Context: an optimization exercise on an open-source flow, tuned for small area. The choices shown serve that exercise and are no tape-out recipe.
Only simulation tests tie the RTL to the original design; equivalence was not proved.
No driver is modelled on the clock port, so clocking that relies on it looks cheaper here than on a real chip.
Power and IR drop assume default switching activity.

## job 2748
==> flow/design.v <==
`timescale 1ns / 1ps
module parking_meter(
    input clk,
    input rst,
    input add1,add2,add3,add4,rst1,rst2,
    output reg a1,a2,a3,a4,
    output reg [6:0] led_seg,
    output [3:0] val1,val2,val3,val4
    );
localparam INIT0 = 3'd0;   
localparam INIT1 = 3'd1;   
localparam A60   = 3'd2;
localparam A120  = 3'd3;
localparam A180  = 3'd4;
localparam A300  = 3'd5;
localparam CD    = 3'd6;   
localparam RSTX  = 3'd7;   
reg [2:0]  state;
reg [13:1] im1;             
reg        valid;
reg [13:0] timer;
reg        captured;
reg        ret;
reg [5:0]  m;               
reg [1:0]  flash;
wire tick2 = (m == 6'd49);
wire tick1 = tick2 & flash[0];
always @(posedge clk) begin
    if (rst) begin
        m <= 0;
        flash <= 2'd1;
    end else begin
        m <= tick2 ? 6'd0 : m + 6'd1;
        if (tick2) flash <= flash + 2'd1;
    end
end
wire [1:0] refresh = {m[1] ^ ~flash[0], m[0]};
wire one  = add1 & ~add2 & ~add3 & ~add4;
wire two  = ~add1 & add2 & ~add3 & ~add4;
wire thr  = ~add1 & ~add2 & add3 & ~add4;
wire four = ~add1 & ~add2 & ~add3 & add4;
wire press = one | two | thr | four;
wire [13:1] coin = one ? 13'd30 : two ? 13'd60 : thr ? 13'd90 : 13'd150;
wire [13:1] isum = im1 + coin;
always @(posedge clk) begin
    if (rst & ~rst1 & ~rst2) begin
        im1 <= 13'h1fff;
        state <= INIT0;
        valid <= 1'b0;
    end else if (~rst & rst1 & ~rst2) begin
        state <= RSTX;
        im1 <= 13'd7;       
        valid <= 1'b1;
    end else if (~rst & ~rst1 & rst2) begin
        state <= RSTX;
        im1 <= 13'd74;      
        valid <= 1'b1;
    end else begin
        case (state)
            INIT0, INIT1: begin
                if (press) begin
                    im1 <= isum;
                    valid <= 1'b1;
                    state <= one ? A60 : two ? A120 : thr ? A180 : A300;
                end else begin
                    state <= INIT1;
                end
            end
            A60:  if (~add1) state <= CD;
            A120: if (~add2) state <= CD;
            A180: if (~add3) state <= CD;
            A300: if (~add4) state <= CD;
            CD: begin
                if (press) begin
                    im1 <= isum;
                    valid <= 1'b1;
                    state <= one ? A60 : two ? A120 : thr ? A180 : A300;
                end else if (captured) begin
                    im1 <= 13'h1fff;
                    valid <= 1'b0;
                end else if (ret) begin
                    im1 <= 13'h1fff;
                    valid <= 1'b0;
                    state <= INIT0;
                end
            end
            RSTX: begin
                if (captured) begin
                    im1 <= 13'h1fff;
                    valid <= 1'b0;
                end else if (ret) begin
                    im1 <= 13'h1fff;
                    valid <= 1'b0;
                    state <= INIT0;
                end
            end
        endcase
    end
end
wire [13:0] d = timer + {im1, 1'b1};
wire tz = (timer == 14'd0);
wire dmax = &d;
wire sat = valid & ~dmax & (d >= 14'd9999);
always @(posedge clk) begin
    if (rst | rst1 | rst2) begin
        timer <= 0;
        captured <= 1'b0;
        ret <= 1'b0;
    end else if (tick1) begin
        captured <= valid;
        ret <= ~valid & tz & (state != INIT1);
        if (state == INIT1) timer <= 0;
        else if (sat) timer <= 14'd9999;
        else if (valid | ~tz) timer <= d;
    end
end
function [3:0] dd3(input [3:0] x);
    case (x)
        4'd5: dd3 = 4'd8;
        4'd6: dd3 = 4'd9;
        4'd7: dd3 = 4'd10;
        4'd8: dd3 = 4'd11;
        4'd9: dd3 = 4'd12;
        4'd10: dd3 = 4'd13;
        4'd11: dd3 = 4'd14;
        4'd12: dd3 = 4'd15;
        4'd13: dd3 = 4'd0;
        4'd14: dd3 = 4'd1;
        4'd15: dd3 = 4'd2;
        default: dd3 = x;
    endcase
endfunction
reg [29:0] t;
integer i;
always @(*) begin
    t = {16'd0, timer};
    for (i = 0; i < 14; i = i + 1) begin
        t[29:26] = dd3(t[29:26]);
        t[25:22] = dd3(t[25:22]);
        t[21:18] = dd3(t[21:18]);
        t[17:14] = dd3(t[17:14]);
        t = t << 1;
    end
end
assign {val4, val3, val2, val1} = t[29:14];
wire blank = tz ? flash[0] : ((timer <= 14'd180) & flash[1]);
reg [3:0] digit;
always @(*) begin
    case (refresh)
        2'd0: digit = val1;
        2'd1: digit = val2;
        2'd2: digit = val3;
        default: digit = val4;
    endcase
    a1 = blank | (refresh != 2'd0);
    a2 = blank | (refresh != 2'd1);
    a3 = blank | (refresh != 2'd2);
    a4 = blank | (refresh != 2'd3);
    case (digit)
        4'd0: led_seg = 7'b0000001;
        4'd1: led_seg = 7'b1001111;
        4'd2: led_seg = 7'b0010010;
        4'd3: led_seg = 7'b0000110;
        4'd4: led_seg = 7'b1001100;
        4'd5: led_seg = 7'b0100100;
        4'd6: led_seg = 7'b0100000;
        4'd7: led_seg = 7'b0001111;
        4'd8: led_seg = 7'b0000000;
        4'd9: led_seg = 7'b0000100;
        default: led_seg = 7'b0000001;
    endcase
end
endmodule
Settings: LEC_CHECK=0, CAP_MARGIN=20, CORE_MARGIN=2, CORE_UTILIZATION=40, CTS_BUF_LIST=sky130_fd_sc_hd__clkbuf_2 sky130_fd_sc_hd__clkbuf_4, SLEW_MARGIN=20; clock period 20.0 ns.
standard.sh (not shown) runs the stock make flow with config.mk's settings and CLKGATE_MAP_FILE= SYNTH_SCRIPT=/design/flow/synth_recipe.tcl, a recipe that flattens the netlist after the stock synthesis.
==> flow/flow/run.sh <==
#!/bin/bash
# Layout flow: the standard ORFS flow, with an area-oriented ABC script in
# synthesis (registers are untouched: only the combinational mapping changes),
# the smallest buffer on the ports and small clock buffers.
set -euo pipefail
W=$(pwd)
F=$W/flow
# synthesis script: the standard flow's own, with ORFS synth.tcl's ABC call using flow/abc.script
sed 's|log_cmd abc {\*}$abc_args|log_cmd abc -script $::env(PM_ABC_SCRIPT) {*}[lrange $abc_args 2 end]|' \
    $FLOW_HOME/scripts/synth.tcl > $W/pm_synth_core.tcl
grep -q PM_ABC_SCRIPT $W/pm_synth_core.tcl
sed "s|\$::env(SCRIPTS_DIR)/synth.tcl|$W/pm_synth_core.tcl|" $W/synth_recipe.tcl > $W/pm_synth.tcl
grep -q pm_synth_core $W/pm_synth.tcl
export PM_ABC_SCRIPT=$F/abc.script
MK=(make -C $FLOW_HOME DESIGN_CONFIG=$FLOW_CONFIG WORK_HOME=$W/orfs CLKGATE_MAP_FILE=
    SYNTH_SCRIPT=$W/pm_synth.tcl ADDER_MAP_FILE=
    "BUFFER_PORTS_ARGS=-buffer_cell sky130_fd_sc_hd__buf_1")
"${MK[@]}" synth > $W/synth.log 2>&1
"${MK[@]}" finish > $W/layout.log 2>&1
R=$W/orfs/results/$FLOW_PLATFORM/parking_meter/base
: # left out here: write the final layout as DEF
==> flow/flow/abc.script <==
strash
&get -n
&deepsyn -T 60
&put
&get -n
&dch
&nf -R 1000
&put
topo
> inputs changed (job 2748 -> job 5824)
- setting CTS_CLUSTER_SIZE to 50 for the first time
- changing CTS_BUF_LIST from sky130_fd_sc_hd__clkbuf_2 sky130_fd_sc_hd__clkbuf_4 to sky130_fd_sc_hd__clkbuf_8
- setting CTS_CLUSTER_DIAMETER to 500 for the first time
Findings:
- Job 5824 ended with less worst hold slack than job 2748.
- Diff job 5824..job 2748 | met2 wirelength from detailed routing | negligible
- Between job 5824 and job 2748, it is job 5824 whose wire length the detailed router placed on met1 is higher, by 1.1%.
- Summary of job 5824 over job 2748: final area now sits higher; final wirelength went up; sequential power has remained practically unchanged.
- Power share of the clock group up 5.8 points in job 5824 wrt job 2748
- Against job 2748 as the reference, job 5824 delivers a lower register-to-register setup slack.
- In job 5824 relative to job 2748, vias after detailed routing had gone up slightly.
- Per the comparison of job 5824 with job 2748, worst slew margin relative to its limit went down; sequential share of cell area went down.
Input changes introduced in job 8922 (baseline for comparison: job 5824):
- CTS_CLUSTER_SIZE: 50 -> unset
- CTS_BUF_LIST: sky130_fd_sc_hd__clkbuf_8 -> unset
- CTS_CLUSTER_DIAMETER: 500 -> unset
-- flow/flow/run.sh --
<<< job 5824, line 4
# the smallest buffer on the ports and small clock buffers.
>>> job 8922, line 4
# the smallest buffer on the ports, and a clock tree of two buffers put in by
# flow/clock.tcl before CTS (TritonCTS is then given only the port net, which
# it skips).
<<< job 5824, line 17
    "BUFFER_PORTS_ARGS=-buffer_cell sky130_fd_sc_hd__buf_1")
>>> job 8922, line 19
    "BUFFER_PORTS_ARGS=-buffer_cell sky130_fd_sc_hd__buf_1"
    PRE_CTS_TCL=$F/clock.tcl
    "CTS_ARGS=-clk_nets clk -buf_list sky130_fd_sc_hd__clkbuf_16")
==> flow/flow/clock.tcl (new file) <==
proc pm_clock_buffers { master_name nclu } {
  set db [ord::get_db]
  set blk [ord::get_db_block]
  set clknet [$blk findNet clk]
  set master [$db findMaster $master_name]
  set sinks {}
  foreach it [$clknet getITerms] {
    set loc [[$it getInst] getLocation]
    lappend sinks [list [lindex $loc 0] [lindex $loc 1] $it]
  }
  # split the sinks into nclu groups: by y into rows, then by x
  set sinks [lsort -integer -index 1 $sinks]
  set n [llength $sinks]
  set nrow [expr {$nclu >= 4 ? 2 : 1}]
  set ncol [expr {$nclu / $nrow}]
  set groups {}
  set per_row [expr {int(ceil(double($n) / $nrow))}]
  for {set r 0} {$r < $nrow} {incr r} {
    set row [lsort -integer -index 0 [lrange $sinks [expr {$r * $per_row}] [expr {($r + 1) * $per_row - 1}]]]
    set m [llength $row]
    set per_col [expr {int(ceil(double($m) / $ncol))}]
    for {set c 0} {$c < $ncol} {incr c} {
      set g [lrange $row [expr {$c * $per_col}] [expr {($c + 1) * $per_col - 1}]]
      if {[llength $g] > 0} { lappend groups $g }
    }
  }
  set k 0
  foreach g $groups {
    set inst [odb::dbInst_create $blk $master pm_clkbuf_$k]
    set net [odb::dbNet_create $blk pm_clk_$k]
    $net setSigType CLOCK
    set xs 0; set ys 0
    foreach s $g {
      set xs [expr {$xs + [lindex $s 0]}]; set ys [expr {$ys + [lindex $s 1]}]
      set it [lindex $s 2]
      $it disconnect
      $it connect $net
    }
    [$inst findITerm A] connect $clknet
    [$inst findITerm X] connect $net
    $inst setLocation [expr {$xs / [llength $g]}] [expr {$ys / [llength $g]}]
    $inst setPlacementStatus PLACED
    puts "pm_clock_buffers: $master_name pm_clkbuf_$k drives [llength $g] clock pins"
    incr k
  }
}

# two clkbuf_16, each driving the registers of one half of the core
pm_clock_buffers sky130_fd_sc_hd__clkbuf_16 2
set_propagated_clock [all_clocks]
### Flow results
Job 8922 vs. job 5824: final critical-path share of the clock period went up, combinational share of power went down.
For the cell count, job 8922 came in 0.44% lower than job 5824 did.
Job 8922 vs job 5824 on total chip power: job 8922 is the higher one.
Minimum hold slack essentially unchanged between job 8922 and job 5824.
Diff job 8922..job 5824 | sequential power | negligible
Where clock period minus final worst setup slack is concerned, job 5824 is better than job 8922.
Comparing job 8922 and job 5824, clock power is higher on job 8922.
In the tables for job 8922 and job 5824, least setup slack across all paths after layout reads higher with job 5824.
Job 8922 and job 5824 ended up with roughly the same register-to-register path setup slack.

* * *

// parking_meter: RTL as listed in full above, without the edits since
export LEC_CHECK = 0
export CAP_MARGIN = 20
export CORE_MARGIN = 2
export CORE_UTILIZATION = 40
export SLEW_MARGIN = 20
create_clock -name core_clock -period 20.0 [get_ports {clk}]
==> flow/flow/run.sh <==
#!/bin/bash
# Layout flow: the standard ORFS flow, with an area-oriented ABC script in
# synthesis (registers are untouched: only the combinational mapping changes),
# the smallest buffer on the ports, and a clock tree of two buffers put in by
# flow/clock.tcl before CTS (TritonCTS is then given only the port net, which
# it skips).
set -euo pipefail
W=$(pwd)
F=$W/flow
# synthesis script: the standard flow's own, with ORFS synth.tcl's ABC call using flow/abc.script
sed 's|log_cmd abc {\*}$abc_args|log_cmd abc -script $::env(PM_ABC_SCRIPT) {*}[lrange $abc_args 2 end]|' \
    $FLOW_HOME/scripts/synth.tcl > $W/pm_synth_core.tcl
grep -q PM_ABC_SCRIPT $W/pm_synth_core.tcl
sed "s|\$::env(SCRIPTS_DIR)/synth.tcl|$W/pm_synth_core.tcl|" $W/synth_recipe.tcl > $W/pm_synth.tcl
grep -q pm_synth_core $W/pm_synth.tcl
export PM_ABC_SCRIPT=$F/abc.script
MK=(make -C $FLOW_HOME DESIGN_CONFIG=$FLOW_CONFIG WORK_HOME=$W/orfs CLKGATE_MAP_FILE=
    SYNTH_SCRIPT=$W/pm_synth.tcl ADDER_MAP_FILE=
    "BUFFER_PORTS_ARGS=-buffer_cell sky130_fd_sc_hd__buf_1"
    PRE_CTS_TCL=$F/clock.tcl
    "CTS_ARGS=-clk_nets clk -buf_list sky130_fd_sc_hd__clkbuf_16")
"${MK[@]}" synth > $W/synth.log 2>&1
"${MK[@]}" finish > $W/layout.log 2>&1
R=$W/orfs/results/$FLOW_PLATFORM/parking_meter/base
: # left out here: write the final layout as DEF
==> flow/flow/abc.script <==
strash
&get -n
&deepsyn -T 300
&put
&get -n
&dch
&nf -R 1000
&put
topo
Other scripts of this flow, unchanged in this note and not shown: flow/flow/clock.tcl
Next try:
==> flow/flow/run.sh (replaced) <==
#!/bin/bash
# Layout flow: the standard ORFS flow, with area-oriented ABC runs in
# synthesis (flow/abc.script with five seeds, the smallest result kept by
# flow/multi_abc.tcl; registers are untouched: only the combinational mapping changes),
# the smallest buffer on the ports, and a clock tree of two buffers put in by
# flow/clock.tcl before CTS (TritonCTS is then given only the port net, which
# it skips).
set -euo pipefail
W=$(pwd)
F=$W/flow
# synthesis script: the standard flow's own, with ORFS synth.tcl's ABC call replaced by pm_multi_abc
sed 's|log_cmd abc {\*}$abc_args|pm_multi_abc $abc_args|' \
    $FLOW_HOME/scripts/synth.tcl > $W/pm_synth_core.tcl
grep -q pm_multi_abc $W/pm_synth_core.tcl
sed -i "1i source $F/multi_abc.tcl" $W/pm_synth_core.tcl
sed "s|\$::env(SCRIPTS_DIR)/synth.tcl|$W/pm_synth_core.tcl|" $W/synth_recipe.tcl > $W/pm_synth.tcl
grep -q pm_synth_core $W/pm_synth.tcl
PM_ABC_SCRIPTS=""
for seed in 0 1 2 3 4; do
  sed "s/SEED/$seed/" $F/abc.script > $W/abc_$seed.script
  PM_ABC_SCRIPTS="$PM_ABC_SCRIPTS $W/abc_$seed.script"
done
export PM_ABC_SCRIPTS
MK=(make -C $FLOW_HOME DESIGN_CONFIG=$FLOW_CONFIG WORK_HOME=$W/orfs CLKGATE_MAP_FILE=
    SYNTH_SCRIPT=$W/pm_synth.tcl ADDER_MAP_FILE=
    "BUFFER_PORTS_ARGS=-buffer_cell sky130_fd_sc_hd__buf_1"
    PRE_CTS_TCL=$F/clock.tcl
    "CTS_ARGS=-clk_nets clk -buf_list sky130_fd_sc_hd__clkbuf_16")
"${MK[@]}" synth > $W/synth.log 2>&1
"${MK[@]}" finish > $W/layout.log 2>&1
R=$W/orfs/results/$FLOW_PLATFORM/parking_meter/base
: # left out here: write the final layout as DEF
==> flow/flow/abc.script (replaced) <==
strash
&get -n
&deepsyn -T 60 -S SEED
&put
&get -n
&dch
&nf -R 1000
&put
topo
==> flow/flow/multi_abc.tcl (new file) <==
# Runs ABC once per script in PM_ABC_SCRIPTS on the same netlist and keeps the
# mapping with the smallest cell area. Only the combinational logic that ABC
# maps differs between the tries; registers and names are untouched.
proc pm_multi_abc { abc_args } {
  set best_area ""
  set best_script ""
  design -save pm_pre
  foreach s $::env(PM_ABC_SCRIPTS) {
    design -load pm_pre
    log_cmd abc -script $s {*}[lrange $abc_args 2 end]
    set st [tee -q -s result.string stat {*}$::lib_args]
    if { ![regexp {Chip area for module[^:]*: *([0-9.eE+]+)} $st -> area] } {
      error "pm_multi_abc: no area in stat output"
    }
    puts "pm_multi_abc: $s area $area"
    if { $best_area eq "" || $area < $best_area } {
      set best_area $area
      set best_script $s
      design -save pm_best
    }
  }
  design -load pm_best
  puts "pm_multi_abc: kept $best_script area $best_area"
}
What happened:
- cell count went up by 1.9%
- design area went up by 1.2%
- clock power hardly moves
- sequential share of layout area went down by 0.27 points
- synthesized cell count went up by 1.6%
- critical path depth is unchanged
- hold slack loses 0.0069 ns
- total power went down by 17%

==> afterwards: timing with drivers on the ports <==
No port has a modelled driver above. Below, the same layouts with a new extraction and two added sets of constraints.
Step 1 sets driving cells, clkbuf_16 on the clock port and buf_2 on the other inputs (assumed; they add their load-dependent delay and slew).
Step 2 also shifts input and output timing later by t, the mid clock arrival at the registers, as if the neighbouring blocks saw the same clock.
Three values: no drivers, after step 1, after step 2; two values: the first two.
| run | shift t [ns] | setup WS [ns] | worst hold slack (ns) | worst setup path after step 2 | cell pins on the clock port's net |
|---|---|---|---|---|---|
| job 2748 | 0.373 | 8.342 / 8.312 / 8.686 | 0.495 / 0.495 / 0.495 | register to output | 1 |
| job 5824 | 0.323 | 8.399 / 8.369 / 8.692 | 0.489 / 0.489 / 0.489 | register to output | 1 |
| job 8922 | 0.414 | 8.305 / 8.272 / 8.686 | 0.488 / 0.488 / 0.488 | register to output | 1 |
| the first run of note 2 | 0.363 | 7.348 / 7.322 / 7.685 | 0.482 / 0.482 / 0.482 | register to output | 1 |
| the second run of note 2 | 0.377 | 6.809 / 6.783 / 7.159 | 0.475 / 0.475 / 0.475 | register to output | 1 |
After both steps setup and hold are still met in every run listed.
